This is an optimization exercise on Yosys and OpenROAD, whose aim is small area, not a production implementation. Where RTL was checked, it was by simulation tests only, not by an equivalence proof against the original. For run 3, only the layout was checked, not whether the RTL still works. Power and IR drop assume default switching activity.

File: flow/run.sh
#!/bin/bash
# The standard layout (standard.sh: ORFS synthesis to final) with changes to
# how it is made:
#  - synthesis maps the logic with an area-oriented ABC script
#    (flow/abc_area.script, used through ABC_AREA=1 in config.mk) in place of
#    ORFS's, and leaves adders to ABC instead of extracting full and half
#    adder cells first (ADDER_MAP_FILE empty); only the combinational
#    mapping changes, so the registers, their names and cell types are those
#    of the standard synthesis;
#  - the input and output ports get the smallest buffer,
#    sky130_fd_sc_hd__buf_1, instead of the one buffer_ports picks;
#  - clock tree synthesis (CTS_ARGS, the settings of config.mk written out)
#    inserts no dummy loads.
# ORFS writes each step's log under orfs/logs; make's own output goes to
# standard.log.
set -euo pipefail
rm -rf scripts_area
cp -r "$FLOW_HOME/scripts" scripts_area
cp flow/abc_area.script scripts_area/abc_area.script
export BUFFER_PORTS_ARGS="-buffer_cell sky130_fd_sc_hd__buf_1"
export CTS_ARGS="-sink_clustering_enable -repair_clock_nets -sink_clustering_size 16 -sink_clustering_max_diameter 80 -buf_list sky130_fd_sc_hd__clkbuf_8 -dont_use_dummy_load"
bash standard.sh SCRIPTS_DIR="$PWD/scripts_area" ADDER_MAP_FILE= finish > standard.log 2>&1
File: flow/abc_area.script
strash
&get -n
&fraig -x
&put
scorr
dc2
strash
dch -f
amap -m -F 2 -A 8
File: standard.sh
#!/bin/bash
# synth_recipe.tcl (not shown) runs the flow's synth.tcl, then flattens the netlist and writes it again
# the make line also repeats each setting of config.mk as NAME=value (left out here)
make -C /OpenROAD-flow-scripts/flow DESIGN_CONFIG=/design/flow/config.mk WORK_HOME=/design/flow/orfs CLKGATE_MAP_FILE= SYNTH_SCRIPT=/design/flow/synth_recipe.tcl "${@:-finish}"
File: config.mk
export PLATFORM = sky130hd
export DESIGN_NAME = printer_core
export DESIGN_NICKNAME = printer_core
export VERILOG_FILES = /design/flow/design.v
export SDC_FILE = /design/flow/constraint.sdc
export NUM_CORES = 4
export LEC_CHECK = 0
export ABC_AREA = 1
export CAP_MARGIN = 20
export CORE_MARGIN = 2
export CORE_UTILIZATION = 75
export CTS_BUF_LIST = sky130_fd_sc_hd__clkbuf_8
export CTS_CLUSTER_DIAMETER = 80
export CTS_CLUSTER_SIZE = 16
export SLEW_MARGIN = 20
File: constraint.sdc
create_clock -name core_clock -period 10.0 [get_ports {clk}]
set_input_delay 2.0000 -clock core_clock [delete_from_list [all_inputs] [get_ports {clk}]]
set_output_delay 2.0000 -clock core_clock [all_outputs]
set_load 0.01 [all_outputs]
File: design.v
module printer_core(
	input	wire			clk,
	input	wire			rst,
	input	wire	[9:0]	flags_out,
	input	wire	[9:0]	configuration_1,
	input	wire	[31:0]	stepper_1_speed,
	input	wire	[31:0]	stepper_2_speed,
	input	wire	[31:0]	stepper_3_speed,
	input	wire	[31:0]	stepper_4_speed,
	input	wire	[31:0]	stepper_1_steps_out,
	input	wire	[31:0]	stepper_2_steps_out,
	input	wire	[31:0]	stepper_3_steps_out,
	input	wire	[31:0]	stepper_4_steps_out,
	input	wire	[11:0]	temp_bed_bottom,
	input	wire	[11:0]	temp_bed_upper,
	input	wire	[11:0]	temp_e1_bottom,
	input	wire	[11:0]	temp_e1_upper,
	input	wire	[5:0]	endstop_raw,	 
	input	wire	[11:0]	temp_e1,
	input	wire	[11:0]	temp_bed,
	output	wire	[2:0]	flags_in,
	output	wire	[5:0]	end_stop,
	output	wire	[31:0]	stepper_1_steps_in,
	output	wire	[31:0]	stepper_2_steps_in,
	output	wire	[31:0]	stepper_3_steps_in,
	output	wire	[31:0]	stepper_4_steps_in,
	output	wire	[3:0]	step,
	output	wire	[3:0]	dir,
	output	wire	[3:0]	enable,
	output	wire			heater_bed,
	output	wire			heater_e1
);
	reg		[9:0]	flags_read;
	always @(posedge clk)
		if (rst)
			flags_read <= 10'd0;
		else
			flags_read <= flags_out;
	wire	[5:0]	es;
	endstop_filter ef1(.clk(clk), .rst(rst), .in(endstop_raw[0] ^ configuration_1[0]), .out(es[0]));
	endstop_filter ef2(.clk(clk), .rst(rst), .in(endstop_raw[1] ^ configuration_1[1]), .out(es[1]));
	endstop_filter ef3(.clk(clk), .rst(rst), .in(endstop_raw[2] ^ configuration_1[2]), .out(es[2]));
	endstop_filter ef4(.clk(clk), .rst(rst), .in(endstop_raw[3] ^ configuration_1[3]), .out(es[3]));
	endstop_filter ef5(.clk(clk), .rst(rst), .in(endstop_raw[4] ^ configuration_1[4]), .out(es[4]));
	endstop_filter ef6(.clk(clk), .rst(rst), .in(endstop_raw[5] ^ configuration_1[5]), .out(es[5]));
	assign end_stop = es;
	stepper_controller stepper_controller1(
		.clk(clk), .rst(rst),
		.stepper_step_in_1(stepper_1_steps_out), .stepper_speed_1(stepper_1_speed),
		.stepper_step_in_2(stepper_2_steps_out), .stepper_speed_2(stepper_2_speed),
		.stepper_step_in_3(stepper_3_steps_out), .stepper_speed_3(stepper_3_speed),
		.stepper_step_in_4(stepper_4_steps_out), .stepper_speed_4(stepper_4_speed),
		.negate(configuration_1[9:6]),
		.stepper_enable(flags_read[0]),
		.xmin(es[0]), .xmax(es[1]), .ymin(es[2]), .ymax(es[3]), .zmin(es[4]), .zmax(es[5]),
		.homex(flags_read[2]), .homey(flags_read[3]), .homez(flags_read[4]),
		.start_driving(flags_read[1]), .start_homing(flags_read[5]),
		.step(step), .dir(dir), .enable(enable),
		.steppers_driving(flags_in[0]),
		.stepper_step_out_1(stepper_1_steps_in),
		.stepper_step_out_2(stepper_2_steps_in),
		.stepper_step_out_3(stepper_3_steps_in),
		.stepper_step_out_4(stepper_4_steps_in));
	reg		[4:0]	samples;
	wire	[4:0]	samples_inc;
	ripple_inc #(5) samples_cnt(.a(samples), .en(!samples[4]), .y(samples_inc));
	always @(posedge clk)
		if (rst)
			samples <= 5'd0;
		else
			samples <= samples_inc;
	heater_control heater_bed_control(
		.clk(clk), .rst(rst), .full(samples[4]),
		.temp(temp_bed), .temp_bottom(temp_bed_bottom), .temp_upper(temp_bed_upper),
		.control(flags_read[7:6]), .enable_heater(heater_bed));
	heater_control heater_e1_control(
		.clk(clk), .rst(rst), .full(samples[4]),
		.temp(temp_e1), .temp_bottom(temp_e1_bottom), .temp_upper(temp_e1_upper),
		.control(flags_read[9:8]), .enable_heater(heater_e1));
	assign flags_in[1] = heater_bed;
	assign flags_in[2] = heater_e1;
endmodule
module ripple_inc #(parameter W = 32) (
	input	wire	[W-1:0]	a,
	input	wire			en,
	output	wire	[W-1:0]	y);
	wire	[W:0]	c;
	assign c[0] = en;
	genvar i;
	generate for (i = 0; i < W; i = i + 1) begin : g
		assign y[i] = a[i] ^ c[i];
		if (W > 20 && i == W / 2 - 1)
			assign c[i+1] = c[0] & (&a[i:0]);
		else
			assign c[i+1] = c[i] & a[i];
	end endgenerate
endmodule
module ripple_dec #(parameter W = 32) (
	input	wire	[W-1:0]	a,
	input	wire			en,
	output	wire	[W-1:0]	y);
	wire	[W:0]	c;
	assign c[0] = en;
	genvar i;
	generate for (i = 0; i < W; i = i + 1) begin : g
		assign y[i] = a[i] ^ c[i];
		assign c[i+1] = c[i] & !a[i];
	end endgenerate
endmodule
module ripple_updn #(parameter W = 32) (
	input	wire	[W-1:0]	a,
	input	wire			en,
	input	wire			down,
	output	wire	[W-1:0]	y);
	wire	[W:0]	c;
	assign c[0] = en;
	genvar i;
	generate for (i = 0; i < W; i = i + 1) begin : g
		assign y[i] = a[i] ^ c[i];
		assign c[i+1] = c[i] & (a[i] ^ down);
	end endgenerate
endmodule
module step_count(
	input	wire	[31:0]	q,
	input	wire	[31:0]	x,
	input	wire			load,
	input	wire			neg,
	input	wire			done,
	output	wire	[31:0]	q_next,
	output	wire			dir_next);
	wire	[31:0]	a = load ? x : q;
	wire	[32:0]	b;
	wire	[31:0]	t;
	assign b[0] = load ? neg : done;
	genvar i;
	generate for (i = 0; i < 32; i = i + 1) begin : g
		assign t[i] = a[i] ^ b[i];
		if (i == 15)
			assign b[16] = b[0] & !(|a[15:0]);
		else
			assign b[i+1] = b[i] & !a[i];
	end endgenerate
	wire	t31 = x[31] ^ (neg & !(|x[30:0]));
	assign q_next = t ^ {32{load & t31}};
	assign dir_next = t31 ^ neg;
endmodule
module ripple_cneg #(parameter W = 32) (
	input	wire	[W-1:0]	a,
	input	wire			neg,
	output	wire	[W-1:0]	y);
	wire	[W:0]	o;
	assign o[0] = 1'b0;
	genvar i;
	generate for (i = 0; i < W; i = i + 1) begin : g
		assign y[i] = a[i] ^ (neg & o[i]);
		assign o[i+1] = o[i] | a[i];
	end endgenerate
endmodule
module ripple_gt #(parameter W = 32) (
	input	wire	[W-1:0]	a,
	input	wire	[W-1:0]	b,
	output	wire			gt);
	wire	[W:0]	g;
	assign g[0] = 1'b0;
	genvar i;
	generate for (i = 0; i < W; i = i + 1) begin : g_
		assign g[i+1] = (a[i] & !b[i]) | (!(a[i] ^ b[i]) & g[i]);
	end endgenerate
	assign gt = g[W];
endmodule
module stepper_controller(
	input	wire			clk,
	input	wire			rst,
	input	wire	[31:0]	stepper_step_in_1,
	input	wire	[31:0]	stepper_speed_1,
	input	wire	[31:0]	stepper_step_in_2,
	input	wire	[31:0]	stepper_speed_2,
	input	wire	[31:0]	stepper_step_in_3,
	input	wire	[31:0]	stepper_speed_3,
	input	wire	[31:0]	stepper_step_in_4,
	input	wire	[31:0]	stepper_speed_4,
	input	wire	[3:0]	negate,
	input	wire			stepper_enable,
	input	wire			xmin,
	input	wire			xmax,
	input	wire			ymin,
	input	wire			ymax,
	input	wire			zmin,
	input	wire			zmax,
	input	wire			homex,
	input	wire			homey,
	input	wire			homez,
	input	wire			start_driving,
	input	wire			start_homing,
	output	wire	[3:0]	step,
	output	wire	[3:0]	dir,
	output	wire	[3:0]	enable,
	output	wire			steppers_driving,
	output	wire	[31:0]	stepper_step_out_1,
	output	wire	[31:0]	stepper_step_out_2,
	output	wire	[31:0]	stepper_step_out_3,
	output	wire	[31:0]	stepper_step_out_4);
	wire	[2:0]	step_h, dir_h;
	wire	[3:0]	step_d, dir_d;
	wire			driv_h, driv_xy, driv_z, driv_e;
	wire	drive = start_driving & !start_homing;
	wire	home  = start_homing & !start_driving;
	assign step = drive ? step_d : (home ? {1'b0, step_h} : 4'd0);
	assign dir  = drive ? dir_d  : (home ? {1'b0, dir_h}  : 4'd0);
	assign enable = {4{!stepper_enable}};
	assign steppers_driving = drive ? (driv_xy | driv_z | driv_e) : (home & driv_h);
	home_g28 home_blk(.clk(clk), .rst(rst),
		.stepper_speed_1(stepper_speed_1), .stepper_speed_2(stepper_speed_2), .stepper_speed_3(stepper_speed_3),
		.xmin(xmin), .ymin(ymin), .zmin(zmin),
		.homex(homex), .homey(homey), .homez(homez),
		.start_driving(start_homing),
		.step_signal(step_h), .dir(dir_h), .steppers_driving(driv_h));
	stepper_corexy_new corexy(.clk(clk), .rst(rst),
		.stepper_step_in_1(stepper_step_in_1), .negate_1(negate[0]), .stepper_speed_1(stepper_speed_1),
		.stepper_step_in_2(stepper_step_in_2), .negate_2(negate[1]), .stepper_speed_2(stepper_speed_2),
		.xmin(xmin), .xmax(xmax), .ymin(ymin), .ymax(ymax),
		.start_driving(start_driving),
		.step_signal_1(step_d[0]), .dir_1(dir_d[0]),
		.step_signal_2(step_d[1]), .dir_2(dir_d[1]),
		.steppers_driving(driv_xy),
		.stepper_step_out_1(stepper_step_out_1),
		.stepper_step_out_2(stepper_step_out_2));
	stepper_z z(.clk(clk), .rst(rst),
		.stepper_step_in(stepper_step_in_3), .negate(negate[2]), .stepper_speed(stepper_speed_3),
		.zmin(zmin), .zmax(zmax),
		.start_driving(start_driving),
		.step_signal(step_d[2]), .direction(dir_d[2]),
		.stepper_driving(driv_z), .stepper_step_out(stepper_step_out_3));
	stepper_extruder e1(.clk(clk), .rst(rst),
		.stepper_step_in(stepper_step_in_4), .negate(negate[3]), .stepper_speed(stepper_speed_4),
		.start_driving(start_driving),
		.step_signal(step_d[3]), .dir(dir_d[3]),
		.stepper_driving(driv_e), .stepper_step_out(stepper_step_out_4));
endmodule
module stepper_corexy_new(
	input	wire			clk,
	input	wire			rst,
	input	wire	[31:0]	stepper_step_in_1,
	input	wire			negate_1,
	input	wire	[31:0]	stepper_speed_1,
	input	wire	[31:0]	stepper_step_in_2,
	input	wire			negate_2,
	input	wire	[31:0]	stepper_speed_2,
	input	wire			xmin,
	input	wire			xmax,
	input	wire			ymin,
	input	wire			ymax,
	input	wire			start_driving,
	output	wire			step_signal_1,
	output	wire			dir_1,
	output	wire			step_signal_2,
	output	wire			dir_2,
	output	wire			steppers_driving,
	output	wire	[31:0]	stepper_step_out_1,
	output	wire	[31:0]	stepper_step_out_2);
	reg		[31:0]	qn_1, qn_2;		 
	wire	[31:0]	q_1 = ~qn_1;
	wire	[31:0]	q_2 = ~qn_2;
	reg		[31:0]	cn_1, cn_2;		 
	wire	[31:0]	c_1 = ~cn_1;
	wire	[31:0]	c_2 = ~cn_2;
	reg		[31:0]	speed_1, speed_2;
	reg				signal_1, signal_2;
	reg				driving_1, driving_2;
	reg				direction_1, direction_2;
	wire	[31:0]	r_1 = q_1 ^ {32{direction_1}};
	wire	[31:0]	r_2 = q_2 ^ {32{direction_2}};
	reg				f;
	reg				x_minus, x_plus, y_minus, y_plus;	 
	assign steppers_driving = driving_1 | driving_2;
	assign step_signal_1 = signal_1;
	assign step_signal_2 = signal_2;
	assign dir_1 = direction_1;
	assign dir_2 = direction_2;
	assign stepper_step_out_1 = r_1;
	assign stepper_step_out_2 = r_2;
	wire	nz_in_1 = |stepper_step_in_1[30:0];
	wire	nz_in_2 = |stepper_step_in_2[30:0];
	wire	load = !driving_1 & !driving_2 & !f & start_driving & (nz_in_1 | nz_in_2);
	wire	[30:0]	a_1 = stepper_step_in_1[30:0];
	wire	[30:0]	a_2 = stepper_step_in_2[30:0];
	wire	b_1 = stepper_step_in_1[31] & nz_in_1;
	wire	b_2 = stepper_step_in_2[31] & nz_in_2;
	wire	d_1 = stepper_step_in_1[31] ^ (negate_1 & nz_in_1);
	wire	d_2 = stepper_step_in_2[31] ^ (negate_2 & nz_in_2);
	wire	same = (b_1 == b_2);
	wire	[30:0]	p = a_2 ^ {31{same}};
	wire	[30:0]	h = a_1 ^ p;
	wire	[31:0]	g;
	assign g[0] = same;
	genvar i;
	generate for (i = 0; i < 31; i = i + 1) begin : cmp
		assign g[i+1] = (a_1[i] & p[i]) | (h[i] & g[i]);
	end endgenerate
	wire	[30:0]	k = {a_1[29:0] | p[29:0], same};
	wire	eq = &(h ~^ k);
	wire	[31:0]	carry = g;
	wire	gt = b_1 ? !carry[31] : (carry[31] & !eq);
	wire	s_plus  = d_1 ? (!gt & !eq) : gt;
	wire	s_minus = d_1 ? gt : (!gt & !eq);
	wire	s_on_y = (d_1 == d_2);
	wire	ok = ((xmin & !x_minus) | (xmax & !x_plus) | (!xmin & !xmax)) &
				 ((ymin & !y_minus) | (ymax & !y_plus) | (!ymin & !ymax));
	wire	[31:0]	c_1_inc, c_2_inc;
	ripple_inc #(32) c_1_cnt(.a(c_1), .en(1'b1), .y(c_1_inc));
	ripple_inc #(32) c_2_cnt(.a(c_2), .en(1'b1), .y(c_2_inc));
	wire	due_1 = (c_1 == speed_1);
	wire	due_2 = (c_2 == speed_2);
	wire	run_1 = ok & (|r_1[30:0]);
	wire	run_2 = ok & (|r_2[30:0]);
	wire	done_1 = driving_1 & signal_1 & (!run_1 | due_1) | !ok & signal_1;
	wire	done_2 = driving_2 & signal_2 & (!run_2 | due_2) | !ok & signal_2;
	wire	[31:0]	q_1_next, q_2_next;
	wire			dir_1_next, dir_2_next;
	step_count r_1_cnt(.q(q_1), .x(stepper_step_in_1), .load(load), .neg(negate_1),
		.done(done_1), .q_next(q_1_next), .dir_next(dir_1_next));
	step_count r_2_cnt(.q(q_2), .x(stepper_step_in_2), .load(load), .neg(negate_2),
		.done(done_2), .q_next(q_2_next), .dir_next(dir_2_next));
	wire	active = driving_1 | driving_2;
	wire	clear_1 = active & !ok & !(|r_1[30:0]);
	wire	clear_2 = active & !ok & !(|r_2[30:0]);
	always @(posedge clk)
	begin
		cn_1 <= ~((load | due_1) ? 32'd1 : c_1_inc);
		cn_2 <= ~((load | due_2) ? 32'd1 : c_2_inc);
		if (load)
		begin
			speed_1 <= stepper_speed_1;
			speed_2 <= stepper_speed_2;
		end
		if (rst)
		begin
			qn_1 <= 32'hffffffff; qn_2 <= 32'hffffffff;
			signal_1 <= 1'b0; signal_2 <= 1'b0;
			driving_1 <= 1'b0; driving_2 <= 1'b0;
			direction_1 <= 1'b0; direction_2 <= 1'b0;
			f <= 1'b0;
			x_minus <= 1'b0; x_plus <= 1'b0; y_minus <= 1'b0; y_plus <= 1'b0;
		end
		else
		begin
			qn_1 <= ~{clear_1 ? direction_1 : q_1_next[31], q_1_next[30:0]};
			qn_2 <= ~{clear_2 ? direction_2 : q_2_next[31], q_2_next[30:0]};
			if (load)
			begin
				driving_1 <= nz_in_1;
				driving_2 <= nz_in_2;
				signal_1 <= nz_in_1;
				signal_2 <= nz_in_2;
				direction_1 <= dir_1_next;
				direction_2 <= dir_2_next;
				f <= 1'b1;
				x_plus  <= s_on_y ? !d_1 : s_plus;
				x_minus <= s_on_y ?  d_1 : s_minus;
				y_plus  <= s_on_y ? s_plus  : !d_1;
				y_minus <= s_on_y ? s_minus : d_1;
			end
			else if (active)
			begin
				if (driving_1)
				begin
					if (!run_1)
					begin
						signal_1 <= 1'b0;
						driving_1 <= 1'b0;
					end
					else if (due_1)
						signal_1 <= !signal_1;
				end
				if (driving_2)
				begin
					if (!run_2)
					begin
						signal_2 <= 1'b0;
						driving_2 <= 1'b0;
					end
					else if (due_2)
						signal_2 <= !signal_2;
				end
				if (!ok)
				begin
					signal_1 <= 1'b0; driving_1 <= 1'b0;
					signal_2 <= 1'b0; driving_2 <= 1'b0;
				end
			end
			if (!start_driving)
			begin
				f <= 1'b0;
				driving_1 <= 1'b0; driving_2 <= 1'b0;
				signal_1 <= 1'b0; signal_2 <= 1'b0;
			end
		end
	end
endmodule
module stepper_z(
	input	wire			clk,
	input	wire			rst,
	input	wire	[31:0]	stepper_step_in,
	input	wire			negate,
	input	wire	[31:0]	stepper_speed,
	input	wire			zmin,
	input	wire			zmax,
	input	wire			start_driving,
	output	wire			step_signal,
	output	wire			direction,
	output	wire			stepper_driving,
	output	wire	[31:0]	stepper_step_out);
	reg		[31:0]	q;
	reg				q_dir;
	wire	[31:0]	r = q ^ {32{q_dir}};
	reg		[31:0]	mi;		 
	reg				signal;
	reg				driving;
	reg				f;
	assign stepper_driving = driving;
	assign step_signal = signal;
	assign direction = r[31];
	assign stepper_step_out = r;
	wire	es_ok = (!zmin & !zmax) | (zmin & !r[31]) | (zmax & r[31]);
	wire	load = !driving & !f & start_driving & (|stepper_step_in[30:0]) & es_ok;
	wire	run = (|r[30:0]) & es_ok;	 
	wire	due = (mi == 32'hfffffffe);	 
	wire	done = driving & signal & (!run | due);
	wire	[31:0]	mi_inc, q_next;
	wire			dir_next;
	ripple_inc #(32) m_cnt(.a(mi), .en(1'b1), .y(mi_inc));
	step_count r_cnt(.q(q), .x(stepper_step_in), .load(load), .neg(negate),
		.done(done), .q_next(q_next), .dir_next(dir_next));
	always @(posedge clk)
	begin
		mi <= (load | due) ? ~stepper_speed : mi_inc;
		if (rst)
		begin
			q <= 32'd0; q_dir <= 1'b0; signal <= 1'b0; driving <= 1'b0; f <= 1'b0;
		end
		else
		begin
			q <= q_next;
			if (load)
				q_dir <= dir_next;
			if (load)
			begin
				driving <= 1'b1;
				signal <= 1'b1;
				f <= 1'b1;
			end
			else if (driving)
			begin
				if (run)
				begin
					if (due)
						signal <= !signal;
				end
				else
				begin
					signal <= 1'b0;
					driving <= 1'b0;
				end
			end
			if (!start_driving)
			begin
				f <= 1'b0;
				driving <= 1'b0;
				signal <= 1'b0;
			end
		end
	end
endmodule
module stepper_extruder(
	input	wire			clk,
	input	wire			rst,
	input	wire	[31:0]	stepper_step_in,
	input	wire			negate,
	input	wire	[31:0]	stepper_speed,
	input	wire			start_driving,
	output	wire			step_signal,
	output	wire			dir,
	output	wire			stepper_driving,
	output	wire	[31:0]	stepper_step_out);
	reg		[31:0]	q;
	reg				q_dir;
	wire	[31:0]	r = q ^ {32{q_dir}};
	reg		[31:0]	mi;		 
	reg				signal;
	reg				driving;
	reg				f;
	assign stepper_driving = driving;
	assign step_signal = signal;
	assign dir = r[31];
	assign stepper_step_out = r;
	wire	es_ok = 1'b1;
	wire	load = !driving & !f & start_driving & (|stepper_step_in[30:0]) & es_ok;
	wire	run = (|r[30:0]) & es_ok;	 
	wire	due = (mi == 32'hfffffffe);	 
	wire	done = driving & signal & (!run | due);
	wire	[31:0]	mi_inc, q_next;
	wire			dir_next;
	ripple_inc #(32) m_cnt(.a(mi), .en(1'b1), .y(mi_inc));
	step_count r_cnt(.q(q), .x(stepper_step_in), .load(load), .neg(negate),
		.done(done), .q_next(q_next), .dir_next(dir_next));
	always @(posedge clk)
	begin
		mi <= (load | due) ? ~stepper_speed : mi_inc;
		if (rst)
		begin
			q <= 32'd0; q_dir <= 1'b0; signal <= 1'b0; driving <= 1'b0; f <= 1'b0;
		end
		else
		begin
			q <= q_next;
			if (load)
				q_dir <= dir_next;
			if (load)
			begin
				driving <= 1'b1;
				signal <= 1'b1;
				f <= 1'b1;
			end
			else if (driving)
			begin
				if (run)
				begin
					if (due)
						signal <= !signal;
				end
				else
				begin
					signal <= 1'b0;
					driving <= 1'b0;
				end
			end
			if (!start_driving)
			begin
				f <= 1'b0;
				driving <= 1'b0;
				signal <= 1'b0;
			end
		end
	end
endmodule
module home_g28(
	input	wire			clk,
	input	wire			rst,
	input	wire	[31:0]	stepper_speed_1,
	input	wire	[31:0]	stepper_speed_2,
	input	wire	[31:0]	stepper_speed_3,
	input	wire			xmin,
	input	wire			ymin,
	input	wire			zmin,
	input	wire			homex,
	input	wire			homey,
	input	wire			homez,
	input	wire			start_driving,
	output	wire	[2:0]	step_signal,
	output	wire	[2:0]	dir,
	output	wire			steppers_driving);
	reg		[1:0]	f;
	reg				dir1, dir3;
	assign dir = {dir3, (f == 2'd1), dir1};
	assign steppers_driving = start_driving & (homex & !xmin | homey & !ymin | homez & !zmin);
	wire	both  = !xmin & !ymin & homex & homey;
	wire	xonly = !both & !xmin & homex;
	wire	yonly = !both & !xonly & !ymin & homey;
	wire	[1:0]	mode = xonly ? 2'd1 : (yonly ? 2'd2 : 2'd0);
	wire	active = both | xonly | yonly;
	wire	change = active & (f != mode);	 
	always @(posedge clk)
		if (rst)
		begin
			f <= 2'd0; dir1 <= 1'b0; dir3 <= 1'b0;
		end
		else if (start_driving)
		begin
			dir3 <= 1'b1;
			if (change)
			begin
				f <= mode;
				dir1 <= 1'b1;
			end
		end
	home_axis axis1(.clk(clk), .rst(rst), .speed(stepper_speed_1),
		.run(start_driving & active), .restart(change),
		.clear(start_driving & !active), .mute(1'b0), .signal(step_signal[0]));
	home_axis axis2(.clk(clk), .rst(rst), .speed(stepper_speed_2),
		.run(start_driving & (xonly | yonly)), .restart(change),
		.clear(start_driving & (!active | (both & change))),
		.mute(start_driving & both), .signal(step_signal[1]));
	home_axis axis3(.clk(clk), .rst(rst), .speed(stepper_speed_3),
		.run(start_driving & !zmin & homez), .restart(1'b0),
		.clear(start_driving & !(!zmin & homez)), .mute(1'b0), .signal(step_signal[2]));
endmodule
module home_axis(
	input	wire			clk,
	input	wire			rst,
	input	wire	[31:0]	speed,
	input	wire			run,
	input	wire			restart,
	input	wire			clear,
	input	wire			mute,
	output	reg				signal);
	reg		[31:0]	mi;
	reg		[30:0]	ni;
	reg				z;
	wire	reload = run & (restart | z | (&mi));
	wire	count = run & !reload;
	wire	n_zero = &ni;
	wire	[31:0]	mi_inc;
	wire	[30:0]	ni_inc;
	ripple_inc #(32) m_cnt(.a(mi), .en(count), .y(mi_inc));
	ripple_inc #(31) n_cnt(.a(ni), .en(count & !n_zero), .y(ni_inc));
	always @(posedge clk)
	begin
		mi <= reload ? ~speed : mi_inc;
		ni <= reload ? ~speed[31:1] : ni_inc;
		if (rst)
		begin
			z <= 1'b1; signal <= 1'b0;
		end
		else if (reload)
		begin
			z <= 1'b0; signal <= 1'b1;
		end
		else if (count)
		begin
			if (n_zero)
				signal <= 1'b0;
		end
		else if (clear)
		begin
			z <= 1'b1; signal <= 1'b0;
		end
		else if (mute)
			signal <= 1'b0;
	end
endmodule
module heater_control(
	input	wire			clk,
	input	wire			rst,
	input	wire			full,
	input	wire	[11:0]	temp,
	input	wire	[11:0]	temp_bottom,
	input	wire	[11:0]	temp_upper,
	input	wire	[1:0]	control,
	output	wire			enable_heater);
	reg en;
	reg f;
	wire [11:0] temp_filter;
	assign enable_heater = en;
	analog_filter filter_1(.clk(clk), .rst(rst), .full(full),
		.signal_in(temp), .signal_out(temp_filter));
	wire above, below;
	ripple_gt #(12) cmp_upper(.a(temp_filter), .b(temp_upper), .gt(above));
	ripple_gt #(12) cmp_bottom(.a(temp_bottom), .b(temp_filter), .gt(below));
	wire reached = !above;		 
	always @(posedge clk)
		if (rst)
		begin
			en <= 1'b0; f <= 1'b1;
		end
		else if (control[0])		 
		begin
			if (f)
			begin
				en <= !reached;
				f <= !reached;
			end
		end
		else
		begin
			f <= 1'b1;
			if (control[1])			 
			begin
				if (reached)
					en <= 1'b0;
				else if (!below)		 
					en <= 1'b1;
			end
			else
				en <= 1'b0;
		end
endmodule
module analog_filter(
	input	wire			clk,
	input	wire			rst,
	input	wire			full,
	input	wire	[11:0]	signal_in,
	output	wire	[11:0]	signal_out);
	reg		[191:0]	history;
	reg		[15:0]	sum;
	wire	[15:0]	x = sum;
	wire	[15:0]	y = {4'd0, signal_in};
	wire	[15:0]	z = {4'hf, ~(history[191:180] & {12{full}})};
	wire	[15:0]	s = x ^ y ^ z;
	wire	[16:0]	k = {(x & y) | (z & (x ^ y)), 1'b1};
	wire	[16:0]	c;
	wire	[15:0]	next;
	assign c[0] = 1'b0;
	genvar i;
	generate for (i = 0; i < 16; i = i + 1) begin : g
		assign next[i] = s[i] ^ k[i] ^ c[i];
		assign c[i+1] = (s[i] & k[i]) | (c[i] & (s[i] ^ k[i]));
	end endgenerate
	always @(posedge clk)
	begin
		history <= {history[179:0], signal_in};
		if (rst)
			sum <= 16'd0;
		else
			sum <= next;
	end
	assign signal_out = sum[15:4];
endmodule
module endstop_filter(
	input	wire	clk,
	input	wire	rst,
	input	wire	in,
	output	reg		out);
	reg		[13:0]	k;
	reg				prev;
	wire	full = (k == 14'h036a);
	wire	[13:0]	k_step = {k[12:0], !(k[13] ^ k[12] ^ k[11] ^ k[1])};
	always @(posedge clk)
		if (rst)
		begin
			out <= 1'b0; k <= 14'd0; prev <= 1'b0;
		end
		else
		begin
			prev <= in;
			if (in == out)
				k <= 14'd0;
			else if (!full & (in == prev))
				k <= k_step;
			if ((in != out) & full)
				out <= prev;
		end
endmodule
==> impl_summary.txt, run 1 <==
----------------------------------------------------
[GRT]
  Number of antenna violations at the first check in global routing ... 24
  Number of global-route vias before repair ... roughly 37000
  First-pass GRT wire length ... 189 mm
  Overall overflow remaining after global route ... 0
  Combined global-route utilization of all metal layers ... 41.6%
  Maximum number of pins on one net before global-route repair ... 93

[Clock tree]
  Maximum buffer depth of the clock tree ... 3
  # clock sinks ... around 1100
  Clock tree from TritonCTS ... yes
  Post-CTS Hold Fix Bufs ... 0
  Clock tree root buffer cell ... sky130_fd_sc_hd__clkbuf_8
  Clock transition at the registers of the reported paths ... ~100 ps
  Later-pin clock latency in the skew report ... approximately 700 ps
  Inserted Clock Buffers ... 77
  Depth of the CTS H-tree ... 3

[Route]
  Vias/cell ... between 6 and 7
  Final routed wire length divided by cell count ... between 20 and 25 um
  DR vias ... about 40000
  Detailed Routing Iterations Pass 1 ... 8
  Count of routing violations after the opening detailed-route iteration ... between 4000 and 5000
  DRC viols ... 0
  Number of antenna-violating nets in the routed design ... 0
  Total detailed-routing wirelength ... 125 mm

[Final layout]
  Final Cell Area ... ~45000 sq um
  Filler-free cell count of the finished design ... about 6100
  Growth of design area from synthesis to finish ... 10.2%
  Total number of nets in the final design ... about 5700
  Fill cell instance count of the final layout ... ~3200
  Fraction of layout instances using a drive strength above 1 ... around 2.4%

[Worst setup path]
  Family with the most delay on the worst path ... simple AND/OR/NAND/NOR gates
  Worst setup EP type ... flop
  Crit path launch ... stepper_2_steps_out[7]
  Critical Path AT ... roughly 9600 ps
  Category of the worst setup path launch point ... primary input
  Critical path class ... in2reg
  Reg-to-reg critical path startpoint ... stepper_controller1.corexy.direction_1$_SDFFE_PP0P_
  CP Max Fanout ... 13
  Required time of the critical path ... roughly 11000 ps
  Cell at the slowest stage of the critical path ... sky130_fd_sc_hd__a211oi_1
  Bufs and invs on worst path ... 32
  Worst path max stage delay ... ~290 ps

[Synthesis]
  Cell count after synthesis ... approximately 4700
  Post-Syn Area ... between 40000 and 50000 sq um
  Sequential element share of the synthesized area ... about 53%
  Async set-or-reset flop fraction in the synthesized netlist ... 0%
  Biggest area contributors in the synthesized netlist ... sky130_fd_sc_hd__dfxtp_1 (49%), sky130_fd_sc_hd__nor2_1 (5.8%), sky130_fd_sc_hd__o22ai_1 (5.2%)
  Distinct cell type count of the synthesized netlist ... 53
  Count of synthesis-stage warnings from yosys ... 9
  Post-Syn Area per Cell ... 8.71 sq um
  Number of flip-flops and latches in the synthesized netlist ... between 1000 and 1500
  Number of flops mapped to enable cells by yosys ... 64
  Dominant synthesized flop cell ... sky130_fd_sc_hd__dfxtp_1
  Share of the synthesized area in the top cell type ... between 40% and 50%
  Post-Syn Nets ... a little over 5000
  Leading area contributor after synthesis ... sky130_fd_sc_hd__dfxtp_1

[Die]
  Core outline area ... 54100 sq um
  Starting utilization of the core area ... ~76%
  Num rows ... 85
  I/O Pins ... roughly 500
  Die ar. ... 56900 sq um
  Height of the die ... around 240 um
  Die extent in x ... ~240 um

[Run]
  Max-cap violations ... 0

[Pwr]
  Power Dens Cells ... about 200 nW/um^2
  Leakage power of the design ... about 16 nW
  Worst IR drop on VDD ... 0.197 mV

[Placed design]
  Inst Count DP ... between 5000 and 6000
  Buffers on Ports ... ~510
  Gp weighted congestion ... approximately 1.0
  Cell area after placement ... 44300 sq um
  Total half-perimeter wirelength after legalization and detailed placement ... 88.8 mm

[Timing]
  Final critical path time including I/O delays and setup ... approximately 9000 ps
  Slew of the pin with the lowest slew margin ... between 1000 and 1500 ps
  Setup Total Neg Slack ... 0 ps
  Final hold slack ... 298 ps
  Final hold violation count ... 0
  Setup clock skew after layout ... ~64 ps
  Slew headroom ... a little over a quarter
  Unrepaired setup endpoints after global routing ... false
  Maximum achievable frequency ... around 0.11 GHz
  Final Setup Violations ... 0
  Final period util ... between 90% and 100%
  Pins Over Slew Limit ... 0

[Outcome]
  Outcome ... finished clean

[Worst hold path]
  Hold Path Origin ... heater_bed_control.filter_1.history[25]$_DFF_P_
  Hold Path Class ... reg2reg

----------------------------------------------------
cell usage in the layout (no fill, tap or decap), types with 64 or more instances in the layout:
| cell | instances |
|---|---|
| sky130_fd_sc_hd__nor4_1 | 70 |
| sky130_fd_sc_hd__nor3_1 | 93 |
| sky130_fd_sc_hd__a21oi_1 | 311 |
| sky130_fd_sc_hd__o32ai_1 | 143 |
| sky130_fd_sc_hd__a211oi_1 | 87 |
| sky130_fd_sc_hd__o22ai_1 | 340 |
| sky130_fd_sc_hd__clkinv_1 | 545 |
| sky130_fd_sc_hd__buf_1 | 505 |
| sky130_fd_sc_hd__edfxtp_1 | 64 |
| sky130_fd_sc_hd__nand2_1 | 390 |
| sky130_fd_sc_hd__o21ai_0 | 388 |
| sky130_fd_sc_hd__nand4_1 | 68 |
| sky130_fd_sc_hd__nor2_1 | 634 |
| sky130_fd_sc_hd__clkbuf_8 | 77 |
| sky130_fd_sc_hd__dfxtp_1 | 1005 |
cell usage after synthesis (25+ instances only):
library cell               count
sky130_fd_sc_hd__a211oi_1     87
sky130_fd_sc_hd__a21oi_1     311
sky130_fd_sc_hd__a22oi_1      48
sky130_fd_sc_hd__and2_0       60
sky130_fd_sc_hd__and3_1       48
sky130_fd_sc_hd__clkinv_1    546
sky130_fd_sc_hd__dfxtp_1    1005
sky130_fd_sc_hd__edfxtp_1     64
sky130_fd_sc_hd__nand2_1     390
sky130_fd_sc_hd__nand3_1      48
sky130_fd_sc_hd__nand4_1      68
sky130_fd_sc_hd__nor2_1      639
sky130_fd_sc_hd__nor2b_1      38
sky130_fd_sc_hd__nor3_1       93
sky130_fd_sc_hd__nor4_1       72
sky130_fd_sc_hd__o211ai_1     40
sky130_fd_sc_hd__o21a_1       25
sky130_fd_sc_hd__o21ai_0     389
sky130_fd_sc_hd__o221a_1      45
sky130_fd_sc_hd__o22ai_1     340
sky130_fd_sc_hd__o32ai_1     143
sky130_fd_sc_hd__or2_0        26
routing by layer:
metal  GRT usage (%)  routed length (um)  vias up  part of all wire, %
met5               0                   0        -                    0
met4            24.0                8020        0                  6.4
met3            7.63               11900      530                  9.6
met2            67.9               57400     2470                   46
met1            52.2               47200    18200                   38
li1                -                   -    18500                    -
cell type report:
| cell class | count | area (sq um) | share of cell area (%) |
|---|---|---|---|
| flip-flops and latches | 1069 | 22000 | 48.5 |
| multi-input cells | 3110 | 17100 | 37.7 |
| repair buffers | 548 | 2220 | 4.88 |
| inverters | 546 | 2050 | 4.52 |
| clock buffers | 77 | 1060 | 2.33 |
| well taps | 696 | 871 | 1.92 |
| diodes | 30 | 75.1 | 0.165 |
flip-flops by register name (all words and copies together), names as in the netlist, 32 cells and up:
register	count
stepper_controller1.z.mi	32
stepper_controller1.e1.mi	32
stepper_controller1.z.q	32
heater_bed_control.filter_1.history	192
stepper_controller1.home_blk.axis3.mi	32
stepper_controller1.corexy.speed_1	32
stepper_controller1.corexy.cn_2	32
stepper_controller1.corexy.qn_2	32
heater_e1_control.filter_1.history	192
stepper_controller1.home_blk.axis1.mi	32
stepper_controller1.corexy.speed_2	32
stepper_controller1.e1.q	32
stepper_controller1.home_blk.axis2.mi	32
stepper_controller1.corexy.qn_1	32
stepper_controller1.corexy.cn_1	32
through the flow:
stage / worst slack, ps / power, mW / util [%]
floorplan: 57.0 / 6.40 / -
global placement: 675 / 6.90 / 81.9
detailed placement: 516 / 7.02 / 81.9
CTS: 1180 / 8.93 / 83.8
global route: 29.8 / 9.40 / 84.0
finish: 991 / 9.03 / 84.0
cell families (layout without fill, tap and decap cells):
family / Yosys count / in the layout / synth area share [%]
buf+inv: 560 / 1171 / 5.22
simple gates: 1549 / 1549 / 17.1
xor+xnor: 9 / 9 / 0.191
other cells: 0 / 30 / 0
flops: 1069 / 1069 / 53.4
compound gates: 1552 / 1552 / 24.1
final timing paths:
kind | to | cells after the start | slack, ps
setup / recovery | stepper_controller1.corexy.qn_1[31]$_SDFF_PP1_ | 75 | 990
setup reg to reg | stepper_controller1.corexy.qn_1[31]$_SDFF_PP1_ | 74 | 1160
hold reg to reg | heater_bed_control.filter_1.history[37]$_DFF_P_ | 0 | 300
hold / removal | heater_bed_control.filter_1.history[37]$_DFF_P_ | 0 | 300
what timing repair did:
item / in CTS / in global routing
gates resized for setup: 0 / 2
setup buffers: 0 / 0
setup endpoints to repair: 0 / 1
hold endpoints to repair: 0 / 0
report_power, final:
| group | switching [mW] | internal, mW |
|---|---|---|
| clock | 1.30 | 0.695 |
| combinational | 1.21 | 0.696 |
| sequential | 0.343 | 4.79 |
==> inputs of run 2 (changes only) <==
--- a/design.v
+++ b/design.v
@@ -691,7 +691,8 @@
 	input	wire	[11:0]	signal_in,
 	output	wire	[11:0]	signal_out);
 	reg		[191:0]	history;
-	reg		[15:0]	sum;
+	reg		[15:0]	sum_n;		 
+	wire	[15:0]	sum = ~sum_n;
 	wire	[15:0]	x = sum;
 	wire	[15:0]	y = {4'd0, signal_in};
 	wire	[15:0]	z = {4'hf, ~(history[191:180] & {12{full}})};
@@ -709,9 +710,9 @@
 	begin
 		history <= {history[179:0], signal_in};
 		if (rst)
-			sum <= 16'd0;
+			sum_n <= 16'hffff;
 		else
-			sum <= next;
+			sum_n <= ~next;
 	end
 	assign signal_out = sum[15:4];
 endmodule
==> impl_summary.txt, run 2 <==
----------------------------------------------------
[Route]
  Count of routing violations after the opening detailed-route iteration ... 4396 (-7.0%)
  DR vias ... 39400 (-0.64%)
  Detailed Routing Iterations Pass 1 ... 9 (+1)
  Vias/cell ... 6.46 (-1.0%)
  Final routed wire length divided by cell count ... 19.8 um (-3.2%)
  Total detailed-routing wirelength ... 121 mm (-2.9%)
  Number of antenna-violating nets in the routed design ... 0 (unchanged)
  DRC viols ... 0 (unchanged)

[Synthesis]
  Count of synthesis-stage warnings from yosys ... 9 (unchanged)
  Async set-or-reset flop fraction in the synthesized netlist ... 0% (unchanged)
  Top-count cell post-synth ... sky130_fd_sc_hd__dfxtp_1
  Biggest area contributors in the synthesized netlist ... sky130_fd_sc_hd__dfxtp_1 (49%), sky130_fd_sc_hd__o22ai_1 (5.5%), sky130_fd_sc_hd__nor2_1 (5.4%)
  Post-Syn Area per Cell ... 8.61 sq um (-1.2%)
  Sequential element share of the synthesized area ... 53.6% (+0.16 points)
  Post-Syn Area ... 41200 sq um (-0.29%)
  Number of flops mapped to enable cells by yosys ... 64 (unchanged)
  Distinct cell type count of the synthesized netlist ... 56 (+5.7%)
  Leading area contributor after synthesis ... sky130_fd_sc_hd__dfxtp_1
  Share of the synthesized area in the top cell type ... 48.9% (+0.14 points)
  Dominant synthesized flop cell ... sky130_fd_sc_hd__dfxtp_1
  Top cells by instance count after synthesis ... sky130_fd_sc_hd__dfxtp_1 (1005), sky130_fd_sc_hd__nor2_1 (596), sky130_fd_sc_hd__clkinv_1 (585)
  Number of flip-flops and latches in the synthesized netlist ... 1069 (unchanged)
  Cell count after synthesis ... 4782 (+0.91%)
  Post-Syn Nets ... 5138 (+0.84%)

[Final layout]
  Fraction of layout instances using a drive strength above 1 ... 2.37% (-0.074 points)
  Final Cell Area ... 45300 sq um (-0.35%)
  Fill cell instance count of the final layout ... 3285 (+3.4%)
  Largest registers ranked by flip-flop count ... heater_bed_control.filter_1.history: 192 flops, heater_e1_control.filter_1.history: 192 flops
  Most common cell after layout, fill and taps aside ... sky130_fd_sc_hd__dfxtp_1
  Most used cells in the layout excluding fill and tap cells ... sky130_fd_sc_hd__dfxtp_1 (1005), sky130_fd_sc_hd__nor2_1 (591), sky130_fd_sc_hd__clkinv_1 (583), sky130_fd_sc_hd__buf_1 (505), sky130_fd_sc_hd__nand2_1 (467)
  Total number of nets in the final design ... 5748 (+0.70%)
  Growth of design area from synthesis to finish ... 10.1% (about the same)

[Die]
  Die ar. ... 56800 sq um (-0.29%)
  Num rows ... 85 (unchanged)
  Core outline area ... 54000 sq um (-0.20%)
  I/O Pins ... 507 (unchanged)
  Starting utilization of the core area ... 76.2% (about the same)
  Height of the die ... 238 um (-0.14%)
  Die extent in x ... 238 um (-0.14%)

[Worst setup path]
  Stages on the worst setup path ... 73 (-2.7%)
  Critical path class ... in2reg
  Critical Path AT ... 9480 ps (-70 ps)
  Worst setup EP type ... flop
  Bufs and invs on worst path ... 31 (-3.1%)
  Number of cell instances on the worst register-to-register path ... 46 (-38%)
  Family with the most delay on the worst path ... simple AND/OR/NAND/NOR gates
  Required time of the critical path ... 10530 ps (about the same)
  Cell at the slowest stage of the critical path ... sky130_fd_sc_hd__or4_1
  Worst path max stage delay ... 540 ps (+250 ps)
  Category of the worst setup path launch point ... primary input
  Cell seen most often among critical-path stages ... sky130_fd_sc_hd__nand2_1
  CP Max Fanout ... 25 (+12)

[Timing]
  Final Setup Violations ... 0 (unchanged)
  Unrepaired setup endpoints after global routing ... false
  Slew headroom ... 25.8% (-1.3 points)
  Pins Over Slew Limit ... 0 (unchanged)
  Maximum achievable frequency ... 0.112 GHz (+0.68%)
  Final hold violation count ... 0 (unchanged)
  Final critical path time including I/O delays and setup ... 8950 ps (-61.2 ps)
  Setup Total Neg Slack ... 0 ps (unchanged)
  Slew of the pin with the lowest slew margin ... 1100 ps (+11.1 ps)
  Final period util ... 89.5% (-0.61 points)
  Setup clock skew after layout ... 80.4 ps (+16.5 ps)

[Worst hold path]
  Number of cells traversed by the worst hold path ... 0 (unchanged)
  Hold Path Class ... reg2reg

[Pwr]
  Internal power consumption ... 6.12 mW (-0.95%)
  Sw Share ... 31.5% (-0.036 points)
  Relative contribution of combinational cells to total power ... 20.3% (-0.8 points)
  Power dissipated by switching net loads ... 2.81 mW (-1.1%)
  Power share of the sequential group ... 57.7% (+0.8 points)
  Total chip power ... 8.94 mW (-1.0%)
  Power Dens Cells ... 197 nW/um^2 (-0.65%)
  Part of the power in the clock network ... 22.0% (about the same)
  Leakage power of the design ... 16.1 nW (-0.14%)
  Worst IR drop on VDD ... 0.149 mV (-24%)

[Outcome]
  Outcome ... finished clean

[Clock tree]
  Inserted Clock Buffers ... 76 (-1.3%)
  # clock sinks ... 1069 (unchanged)
  Maximum buffer depth of the clock tree ... 3 (unchanged)
  Clock tree from TritonCTS ... yes
  Post-CTS Hold Fix Bufs ... 0 (unchanged)
  Clock tree root buffer cell ... sky130_fd_sc_hd__clkbuf_8
  Depth of the CTS H-tree ... 3 (unchanged)
  Clock transition at the registers of the reported paths ... 100 ps (about the same)
  Later-pin clock latency in the skew report ... 720 ps (about the same)

[Placed design]
  Gp weighted congestion ... 1.07 (+3.8%)
  Buffers on Ports ... 506 (unchanged)
  Cell area after placement ... 44200 sq um (-0.31%)
  Total half-perimeter wirelength after legalization and detailed placement ... 87.6 mm (-1.3%)

[Run]
  Max-cap violations ... 0 (unchanged)

[GRT]
  Number of global-route vias before repair ... 36900 (+1.1%)
  Overall overflow remaining after global route ... 0 (unchanged)
  First-pass GRT wire length ... 187 mm (-1.1%)
  Combined global-route utilization of all metal layers ... 41.2% (-0.46 points)
  Maximum number of pins on one net before global-route repair ... 76 (-18%)
  Number of antenna violations at the first check in global routing ... 19 (-21%)

----------------------------------------------------
==> run 2: cell types whose count changed after synthesis, sizes merged, moves of 35 or more <==
cell / previous run / this run
o21ai: 389 / 444
o211ai: 40 / 75
and2: 60 / 25
clkinv: 546 / 585
nand2: 390 / 468
nor2: 639 / 596
==> run 2: power groups by stage <==
stage	clock [mW]	sequential (mW)	combinational, mW
after floorplan	0	5.12	1.22
final	1.97	5.15	1.81
after detailed placement	0	5.22	1.73
after CTS	1.97	5.13	1.76
after global placement	0	5.20	1.63
after global routing	2.13	5.20	1.99
==> run 2: path summary, 6_finish.rpt <==
path / startpoint / to / slack [ps]
max: stepper_1_steps_out[8] / stepper_controller1.corexy.qn_2[30]$_SDFF_PP1_ / 1050
min: heater_e1_control.filter_1.history[165]$_DFF_P_ / heater_e1_control.filter_1.history[177]$_DFF_P_ / 290
min reg2reg: heater_e1_control.filter_1.history[165]$_DFF_P_ / heater_e1_control.filter_1.history[177]$_DFF_P_ / 290
max reg2reg: stepper_controller1.z.q_dir$_SDFFE_PP0P_ / stepper_controller1.z.q[31]$_SDFF_PP0_ / 1610
==> run 2: layout make-up <==
type / count / area, sq um / area share [%]
clock buffer: 76 / 1050 / 2.31
antenna: 14 / 35.0 / 0.0773
sequential: 1069 / 22000 / 48.6
multi-input combinational: 3114 / 16900 / 37.2
timing repair inverter: 1 / 11.3 / 0.0249
timing repair buffer: 545 / 2210 / 4.88
inverter: 585 / 2220 / 4.90
tap: 696 / 871 / 1.92
==> run 2: metrics by stage <==
step | utilization [%] | hold slack (ps) | setup WS (ps) | instances
floorplan | - | 310 | 25.5 | 4782
global placement | 81.8 | 309 | 673 | 6007
detailed placement | 81.8 | 312 | 476 | 6007
CTS | 83.7 | 296 | 1150 | 6083
global route | 83.8 | 295 | 88.8 | 6096
finish | 83.9 | 288 | 1050 | 6100
==> run 2: repair_timing <==
item | CTS | global route
endpoints found under the setup margin | 0 | 2
setup buffers | 0 | 2
endpoints found under the hold margin | 0 | 0
resized for setup | 0 | 1
==> run 2: logic make-up (layout without fill, tap and decap cells) <==
logic type | Yosys count | in the layout | share of synthesized area (%)
buf+inv | 599 | 1207 | 5.59
compound gates | 1624 | 1624 | 24.8
xor+xnor | 1 | 1 | 0.0213
flops | 1069 | 1069 | 53.6
other cells | 0 | 14 | 0
simple gates | 1489 | 1489 | 16.0
==> run 2: metal layers <==
metal | track usage [%] | vias up | wire length [um]
met2 | 68.3 | 2218 | 56100
li1 | - | 18600 | -
met4 | 23.7 | 14 | 7830
met3 | 8.82 | 530 | 11800
met1 | 49.8 | 18100 | 45200
met5 | 0 | - | 75
==> inputs of run 3 (changes only) <==
--- a/design.v
+++ b/design.v
@@ -89,10 +89,7 @@
 	genvar i;
 	generate for (i = 0; i < W; i = i + 1) begin : g
 		assign y[i] = a[i] ^ c[i];
-		if (W > 20 && i == W / 2 - 1)
-			assign c[i+1] = c[0] & (&a[i:0]);
-		else
-			assign c[i+1] = c[i] & a[i];
+		assign c[i+1] = c[i] & a[i];
 	end endgenerate
 endmodule
 module ripple_dec #(parameter W = 32) (
@@ -121,28 +118,27 @@
 	end endgenerate
 endmodule
 module step_count(
-	input	wire	[31:0]	q,
+	input	wire	[31:0]	r,
 	input	wire	[31:0]	x,
 	input	wire			load,
 	input	wire			neg,
 	input	wire			done,
-	output	wire	[31:0]	q_next,
-	output	wire			dir_next);
-	wire	[31:0]	a = load ? x : q;
-	wire	[32:0]	b;
-	wire	[31:0]	t;
-	assign b[0] = load ? neg : done;
+	input	wire			down,
+	output	wire	[31:0]	y);
+	wire	[31:0]	a = load ? x : r;
+	wire			dn = load | down;
+	wire			inv = load & neg;
+	wire	[31:0]	p = a ^ {32{dn}};	 
+	wire	[32:0]	c;
+	assign c[0] = load ? neg : done;
 	genvar i;
 	generate for (i = 0; i < 32; i = i + 1) begin : g
-		assign t[i] = a[i] ^ b[i];
+		assign y[i] = a[i] ^ c[i] ^ inv;
 		if (i == 15)
-			assign b[16] = b[0] & !(|a[15:0]);
+			assign c[16] = c[0] & (&p[15:0]);
 		else
-			assign b[i+1] = b[i] & !a[i];
+			assign c[i+1] = c[i] & p[i];
 	end endgenerate
-	wire	t31 = x[31] ^ (neg & !(|x[30:0]));
-	assign q_next = t ^ {32{load & t31}};
-	assign dir_next = t31 ^ neg;
 endmodule
 module ripple_cneg #(parameter W = 32) (
 	input	wire	[W-1:0]	a,
@@ -258,18 +254,12 @@
 	output	wire			steppers_driving,
 	output	wire	[31:0]	stepper_step_out_1,
 	output	wire	[31:0]	stepper_step_out_2);
-	reg		[31:0]	qn_1, qn_2;		 
-	wire	[31:0]	q_1 = ~qn_1;
-	wire	[31:0]	q_2 = ~qn_2;
-	reg		[31:0]	cn_1, cn_2;		 
-	wire	[31:0]	c_1 = ~cn_1;
-	wire	[31:0]	c_2 = ~cn_2;
+	reg		[31:0]	r_1, r_2;
+	reg		[31:0]	c_1, c_2;
 	reg		[31:0]	speed_1, speed_2;
 	reg				signal_1, signal_2;
 	reg				driving_1, driving_2;
 	reg				direction_1, direction_2;
-	wire	[31:0]	r_1 = q_1 ^ {32{direction_1}};
-	wire	[31:0]	r_2 = q_2 ^ {32{direction_2}};
 	reg				f;
 	reg				x_minus, x_plus, y_minus, y_plus;	 
 	assign steppers_driving = driving_1 | driving_2;
@@ -315,19 +305,18 @@
 	wire	run_2 = ok & (|r_2[30:0]);
 	wire	done_1 = driving_1 & signal_1 & (!run_1 | due_1) | !ok & signal_1;
 	wire	done_2 = driving_2 & signal_2 & (!run_2 | due_2) | !ok & signal_2;
-	wire	[31:0]	q_1_next, q_2_next;
-	wire			dir_1_next, dir_2_next;
-	step_count r_1_cnt(.q(q_1), .x(stepper_step_in_1), .load(load), .neg(negate_1),
-		.done(done_1), .q_next(q_1_next), .dir_next(dir_1_next));
-	step_count r_2_cnt(.q(q_2), .x(stepper_step_in_2), .load(load), .neg(negate_2),
-		.done(done_2), .q_next(q_2_next), .dir_next(dir_2_next));
+	wire	[31:0]	r_1_step, r_2_step;
+	step_count r_1_cnt(.r(r_1), .x(stepper_step_in_1), .load(load), .neg(negate_1),
+		.done(done_1), .down(!direction_1), .y(r_1_step));
+	step_count r_2_cnt(.r(r_2), .x(stepper_step_in_2), .load(load), .neg(negate_2),
+		.done(done_2), .down(!direction_2), .y(r_2_step));
 	wire	active = driving_1 | driving_2;
 	wire	clear_1 = active & !ok & !(|r_1[30:0]);
 	wire	clear_2 = active & !ok & !(|r_2[30:0]);
 	always @(posedge clk)
 	begin
-		cn_1 <= ~((load | due_1) ? 32'd1 : c_1_inc);
-		cn_2 <= ~((load | due_2) ? 32'd1 : c_2_inc);
+		c_1 <= (load | due_1) ? 32'd1 : c_1_inc;
+		c_2 <= (load | due_2) ? 32'd1 : c_2_inc;
 		if (load)
 		begin
 			speed_1 <= stepper_speed_1;
@@ -335,7 +324,7 @@
 		end
 		if (rst)
 		begin
-			qn_1 <= 32'hffffffff; qn_2 <= 32'hffffffff;
+			r_1 <= 32'd0; r_2 <= 32'd0;
 			signal_1 <= 1'b0; signal_2 <= 1'b0;
 			driving_1 <= 1'b0; driving_2 <= 1'b0;
 			direction_1 <= 1'b0; direction_2 <= 1'b0;
@@ -344,16 +333,16 @@
 		end
 		else
 		begin
-			qn_1 <= ~{clear_1 ? direction_1 : q_1_next[31], q_1_next[30:0]};
-			qn_2 <= ~{clear_2 ? direction_2 : q_2_next[31], q_2_next[30:0]};
+			r_1 <= {r_1_step[31] & !clear_1, r_1_step[30:0]};
+			r_2 <= {r_2_step[31] & !clear_2, r_2_step[30:0]};
 			if (load)
 			begin
 				driving_1 <= nz_in_1;
 				driving_2 <= nz_in_2;
 				signal_1 <= nz_in_1;
 				signal_2 <= nz_in_2;
-				direction_1 <= dir_1_next;
-				direction_2 <= dir_2_next;
+				direction_1 <= d_1;
+				direction_2 <= d_2;
 				f <= 1'b1;
 				x_plus  <= s_on_y ? !d_1 : s_plus;
 				x_minus <= s_on_y ?  d_1 : s_minus;
@@ -410,9 +399,7 @@
 	output	wire			direction,
 	output	wire			stepper_driving,
 	output	wire	[31:0]	stepper_step_out);
-	reg		[31:0]	q;
-	reg				q_dir;
-	wire	[31:0]	r = q ^ {32{q_dir}};
+	reg		[31:0]	r;
 	reg		[31:0]	mi;		 
 	reg				signal;
 	reg				driving;
@@ -423,26 +410,23 @@
 	assign stepper_step_out = r;
 	wire	es_ok = (!zmin & !zmax) | (zmin & !r[31]) | (zmax & r[31]);
 	wire	load = !driving & !f & start_driving & (|stepper_step_in[30:0]) & es_ok;
-	wire	run = (|r[30:0]) & es_ok;	 
+	wire	run = (|r[30:0]) & es_ok;
 	wire	due = (mi == 32'hfffffffe);	 
 	wire	done = driving & signal & (!run | due);
-	wire	[31:0]	mi_inc, q_next;
-	wire			dir_next;
+	wire	[31:0]	mi_inc, r_step;
 	ripple_inc #(32) m_cnt(.a(mi), .en(1'b1), .y(mi_inc));
-	step_count r_cnt(.q(q), .x(stepper_step_in), .load(load), .neg(negate),
-		.done(done), .q_next(q_next), .dir_next(dir_next));
+	step_count r_cnt(.r(r), .x(stepper_step_in), .load(load), .neg(negate),
+		.done(done), .down(!r[31]), .y(r_step));
 	always @(posedge clk)
 	begin
 		mi <= (load | due) ? ~stepper_speed : mi_inc;
 		if (rst)
 		begin
-			q <= 32'd0; q_dir <= 1'b0; signal <= 1'b0; driving <= 1'b0; f <= 1'b0;
+			r <= 32'd0; signal <= 1'b0; driving <= 1'b0; f <= 1'b0;
 		end
 		else
 		begin
-			q <= q_next;
-			if (load)
-				q_dir <= dir_next;
+			r <= r_step;
 			if (load)
 			begin
 				driving <= 1'b1;
@@ -482,9 +466,7 @@
 	output	wire			dir,
 	output	wire			stepper_driving,
 	output	wire	[31:0]	stepper_step_out);
-	reg		[31:0]	q;
-	reg				q_dir;
-	wire	[31:0]	r = q ^ {32{q_dir}};
+	reg		[31:0]	r;
 	reg		[31:0]	mi;		 
 	reg				signal;
 	reg				driving;
@@ -495,26 +477,23 @@
 	assign stepper_step_out = r;
 	wire	es_ok = 1'b1;
 	wire	load = !driving & !f & start_driving & (|stepper_step_in[30:0]) & es_ok;
-	wire	run = (|r[30:0]) & es_ok;	 
+	wire	run = (|r[30:0]) & es_ok;
 	wire	due = (mi == 32'hfffffffe);	 
 	wire	done = driving & signal & (!run | due);
-	wire	[31:0]	mi_inc, q_next;
-	wire			dir_next;
+	wire	[31:0]	mi_inc, r_step;
 	ripple_inc #(32) m_cnt(.a(mi), .en(1'b1), .y(mi_inc));
-	step_count r_cnt(.q(q), .x(stepper_step_in), .load(load), .neg(negate),
-		.done(done), .q_next(q_next), .dir_next(dir_next));
+	step_count r_cnt(.r(r), .x(stepper_step_in), .load(load), .neg(negate),
+		.done(done), .down(!r[31]), .y(r_step));
 	always @(posedge clk)
 	begin
 		mi <= (load | due) ? ~stepper_speed : mi_inc;
 		if (rst)
 		begin
-			q <= 32'd0; q_dir <= 1'b0; signal <= 1'b0; driving <= 1'b0; f <= 1'b0;
+			r <= 32'd0; signal <= 1'b0; driving <= 1'b0; f <= 1'b0;
 		end
 		else
 		begin
-			q <= q_next;
-			if (load)
-				q_dir <= dir_next;
+			r <= r_step;
 			if (load)
 			begin
 				driving <= 1'b1;
@@ -691,8 +670,7 @@
 	input	wire	[11:0]	signal_in,
 	output	wire	[11:0]	signal_out);
 	reg		[191:0]	history;
-	reg		[15:0]	sum_n;		 
-	wire	[15:0]	sum = ~sum_n;
+	reg		[15:0]	sum;
 	wire	[15:0]	x = sum;
 	wire	[15:0]	y = {4'd0, signal_in};
 	wire	[15:0]	z = {4'hf, ~(history[191:180] & {12{full}})};
@@ -710,9 +688,9 @@
 	begin
 		history <= {history[179:0], signal_in};
 		if (rst)
-			sum_n <= 16'hffff;
+			sum <= 16'd0;
 		else
-			sum_n <= ~next;
+			sum <= next;
 	end
 	assign signal_out = sum[15:4];
 endmodule
@@ -723,8 +701,9 @@
 	output	reg		out);
 	reg		[13:0]	k;
 	reg				prev;
-	wire	full = (k == 14'h036a);
-	wire	[13:0]	k_step = {k[12:0], !(k[13] ^ k[12] ^ k[11] ^ k[1])};
+	wire	full = (k == 14'd10000);
+	wire	[13:0]	k_inc;
+	ripple_inc #(14) k_cnt(.a(k), .en(!full & (in == prev)), .y(k_inc));
 	always @(posedge clk)
 		if (rst)
 		begin
@@ -733,10 +712,7 @@
 		else
 		begin
 			prev <= in;
-			if (in == out)
-				k <= 14'd0;
-			else if (!full & (in == prev))
-				k <= k_step;
+			k <= (in == out) ? 14'd0 : k_inc;
 			if ((in != out) & full)
 				out <= prev;
 		end
==> flow/run.sh (replaced) <==
#!/bin/bash
# The standard layout (standard.sh: ORFS synthesis to final) with changes to
# how it is made:
#  - synthesis maps the logic with an area-oriented ABC script
#    (flow/abc_area.script, used through ABC_AREA=1 in config.mk) in place of
#    ORFS's, and leaves adders to ABC instead of extracting full and half
#    adder cells first (ADDER_MAP_FILE empty); only the combinational
#    mapping changes, so the registers, their names and cell types are those
#    of the standard synthesis;
#  - the input and output ports get the smallest buffer,
#    sky130_fd_sc_hd__buf_1, instead of the one buffer_ports picks.
# ORFS writes each step's log under orfs/logs; make's own output goes to
# standard.log.
set -euo pipefail
rm -rf scripts_area
cp -r "$FLOW_HOME/scripts" scripts_area
cp flow/abc_area.script scripts_area/abc_area.script
export BUFFER_PORTS_ARGS="-buffer_cell sky130_fd_sc_hd__buf_1"
bash standard.sh SCRIPTS_DIR="$PWD/scripts_area" ADDER_MAP_FILE= finish > standard.log 2>&1
--- a/config.mk
+++ b/config.mk
@@ -8,8 +8,7 @@
 export ABC_AREA = 1
 export CAP_MARGIN = 20
 export CORE_MARGIN = 2
-export CORE_UTILIZATION = 75
-export CTS_BUF_LIST = sky130_fd_sc_hd__clkbuf_8
-export CTS_CLUSTER_DIAMETER = 80
-export CTS_CLUSTER_SIZE = 16
+export CORE_UTILIZATION = 65
+export CTS_CLUSTER_DIAMETER = 100
+export CTS_CLUSTER_SIZE = 25
 export SLEW_MARGIN = 20
==> impl_summary.txt, run 3 <==
----------------------------------------------------
[Outcome]
  Outcome ... failed layout checks
  Layout check failures ... negative setup slack

[Timing]
  Pins Over Slew Limit ... 0 (unchanged)
  Slew of the pin with the lowest slew margin ... 1010 ps (-93.9 ps)
  Setup clock skew after layout ... 20.4 ps (-60.0 ps)
  Final Setup Violations ... 3 (+3)
  Final Worst Setup Slack ... -432 ps (-1480 ps)
  Unrepaired setup endpoints after global routing ... true

[Synthesis]
  Async set-or-reset flop fraction in the synthesized netlist ... 0% (unchanged)
  Leading area contributor after synthesis ... sky130_fd_sc_hd__dfxtp_1
  Dominant synthesized flop cell ... sky130_fd_sc_hd__dfxtp_1
  Top cells by instance count after synthesis ... sky130_fd_sc_hd__dfxtp_1 (1003), sky130_fd_sc_hd__nor2_1 (788), sky130_fd_sc_hd__clkinv_1 (443)
  Share of the synthesized area in the top cell type ... 48.3% (-0.58 points)
  Top-count cell post-synth ... sky130_fd_sc_hd__dfxtp_1
  Biggest area contributors in the synthesized netlist ... sky130_fd_sc_hd__dfxtp_1 (48%), sky130_fd_sc_hd__nor2_1 (7.1%), sky130_fd_sc_hd__o22ai_1 (5.5%)
  Number of flops mapped to enable cells by yosys ... 64 (unchanged)
  Count of synthesis-stage warnings from yosys ... 9 (unchanged)
  Post-Syn Nets ... 5168 (+0.58%)
  Post-Syn Area ... 41600 sq um (+1.0%)
  Number of flip-flops and latches in the synthesized netlist ... 1067 (-0.19%)

[Die]
  Height of the die ... 257 um (+7.8%)
  Num rows ... 92 (+8.2%)

[Pwr]
  Power Dens Cells ... 193 nW/um^2 (-2.1%)
  Part of the power in the clock network ... 24.8% (+2.8 points)
  Sw Share ... 29.6% (-1.9 points)
  Internal power consumption ... 6.37 mW (+3.9%)
  Power share of the sequential group ... 56.0% (-1.7 points)
  Worst IR drop on VDD ... 0.189 mV (+27%)

[Clock tree]
  Later-pin clock latency in the skew report ... 640 ps (-80 ps)
  Maximum buffer depth of the clock tree ... 3 (unchanged)

[Final layout]
  Final Cell Area ... 46800 sq um (+3.4%)
  Most common cell after layout, fill and taps aside ... sky130_fd_sc_hd__dfxtp_1
  Total number of nets in the final design ... 5801 (+0.92%)
  Largest registers ranked by flip-flop count ... heater_bed_control.filter_1.history: 192 flops, heater_e1_control.filter_1.history: 192 flops
  Filler-free cell count of the finished design ... 6311 (+3.5%)

[Placed design]
  Inst Count DP ... 6225 (+3.6%)

[Worst setup path]
  Required time of the critical path ... 10560 ps (+30 ps)
  Number of cell instances on the worst register-to-register path ... 33 (-28%)
  Worst reg2reg path endpoint ... stepper_controller1.z.r[31]$_SDFF_PP0_
  Register-to-register setup slack ... 470 ps (-1140 ps)
  Cell at the slowest stage of the critical path ... sky130_fd_sc_hd__or4b_4
  Critical path class ... in2reg

[Route]
  DR vias ... 38200 (-3.1%)
  Count of routing violations after the opening detailed-route iteration ... 4010 (-8.8%)
  DRC viols ... 0 (unchanged)
  Number of antenna-violating nets in the routed design ... 0 (unchanged)

[GRT]
  First-pass GRT wire length ... 178 mm (-4.8%)
  Number of antenna violations at the first check in global routing ... 8 (-11)
  Met1 track demand over resource ... 45.0% (-4.8 points)

----------------------------------------------------
[run 3: cell count changes in the layout (fill, tap and decap cells not counted), moves of 48 or more]
cell,delta
sky130_fd_sc_hd__clkbuf_8,-76
sky130_fd_sc_hd__nand2_1,-159
sky130_fd_sc_hd__nor3_1,+73
sky130_fd_sc_hd__o21ai_0,-137
sky130_fd_sc_hd__nor2_1,+182
sky130_fd_sc_hd__buf_4,+49
sky130_fd_sc_hd__a211oi_1,+54
sky130_fd_sc_hd__clkinv_1,-145
sky130_fd_sc_hd__or2_0,+48
sky130_fd_sc_hd__clkbuf_16,+50
sky130_fd_sc_hd__o211ai_1,-67
[run 3: worst min path at each step]
stage	start	slack, ps	cells past startpoint	end
after detailed placement	heater_bed_control.filter_1.history[167]$_DFF_P_	310	0	heater_bed_control.filter_1.history[179]$_DFF_P_
after CTS	heater_bed_control.filter_1.history[96]$_DFF_P_	310	0	heater_bed_control.filter_1.history[108]$_DFF_P_
final	heater_bed_control.filter_1.history[96]$_DFF_P_	310	0	heater_bed_control.filter_1.history[108]$_DFF_P_
after global placement	heater_bed_control.filter_1.history[110]$_DFF_P_	310	0	heater_bed_control.filter_1.history[122]$_DFF_P_
after global routing	heater_bed_control.filter_1.history[96]$_DFF_P_	320	0	heater_bed_control.filter_1.history[108]$_DFF_P_
after floorplan	heater_bed_control.filter_1.history[88]$_DFF_P_	310	0	heater_bed_control.filter_1.history[100]$_DFF_P_
[run 3: area by class of cell]
| type | instances | area [sq um] | share of cell area, % |
|---|---|---|---|
| sequential | 1067 | 22000 | 47.0 |
| multi-input combinational | 3288 | 18100 | 38.7 |
| timing repair buffer | 596 | 2620 | 5.58 |
| inverter | 443 | 1680 | 3.58 |
| clock buffer | 60 | 1290 | 2.75 |
| tap | 846 | 1060 | 2.26 |
| clock inverter | 5 | 76.3 | 0.163 |
| antenna | 6 | 15.0 | 0.0321 |
[run 3: logic make-up after synthesis]
logic type,Yosys count,share of synthesized area [%]
compound gates,1491,22.7
xor+xnor,9,0.190
buf+inv,457,4.25
flops,1067,52.9
simple gates,1788,20.0
[run 3: per-stage QoR]
step | setup WS [ps] | TNS, ps | total power [mW]
5_1_grt | -702 | -2260 | 9.49
6_report | -432 | -1250 | 9.04
3_3_place_gp | -1220 | -4440 | 6.78
4_1_cts | -418 | -1210 | 9.05
2_1_floorplan | -2740 | -15640 | 6.32
3_5_place_dp | -1320 | -4910 | 6.84
[run 3: timing repair]
item,in CTS,in global routing
endpoints found under the setup margin,4,4
pin swaps,6,7
gates resized for setup,21,11
setup buffers,13,2
[run 3: power groups by stage]
stage                     Combinational [mW]  Clock, mW  Sequential (mW)
final                                   1.73       2.24             5.07
after detailed placement                1.69          0             5.15
after global routing                    1.95       2.42             5.12
after global placement                  1.64          0             5.14
after floorplan                         1.22          0             5.10
after CTS                               1.71       2.28             5.06
[run 3: critical path: cells and delay by family]
family | cells | cell delay, ps
simple gates | 27 | 8060
compound gates | 3 | 510
buf+inv | 4 | 440
[run 3: per-layer routing]
metal,up-vias,wire (um)
li1,18900,-
met2,1551,52400
met5,-,0
met3,225,9330
met4,0,3380
met1,17500,49100

static timing again, ports no longer ideal:
No port has a modelled driver above. Below, the same layouts with a new extraction and two added sets of constraints. Step 1 (the two cells are an assumption about what drives the block):
set clk [get_ports {clk}]
set_driving_cell -lib_cell sky130_fd_sc_hd__clkbuf_16 $clk
set_driving_cell -lib_cell sky130_fd_sc_hd__buf_2 [delete_from_list [all_inputs] $clk]
Step 2, shift: input delay + t, output delay - t, t = (earliest + latest rising clock arrival at the registers) / 2. This alone moves slack from input paths to output paths. Slacks: no drivers / after step 1 / after step 2; pairs: no drivers / after step 1.
run | t, ns | setup WS [ns] | slew at the worst register clock pin (ns)
run 1 | 0.751 | 0.991 / 1.013 / 0.262 | 0.11 / 0.11
run 2 | 0.744 | 1.053 / 1.096 / 0.352 | 0.11 / 0.11
run 3 | 0.700 | -0.432 / -0.415 / -1.115 | 0.10 / 0.10
The setup slack of run 1, which loses most, moves by +0.022 ns with the drivers and by -0.729 ns with both steps.
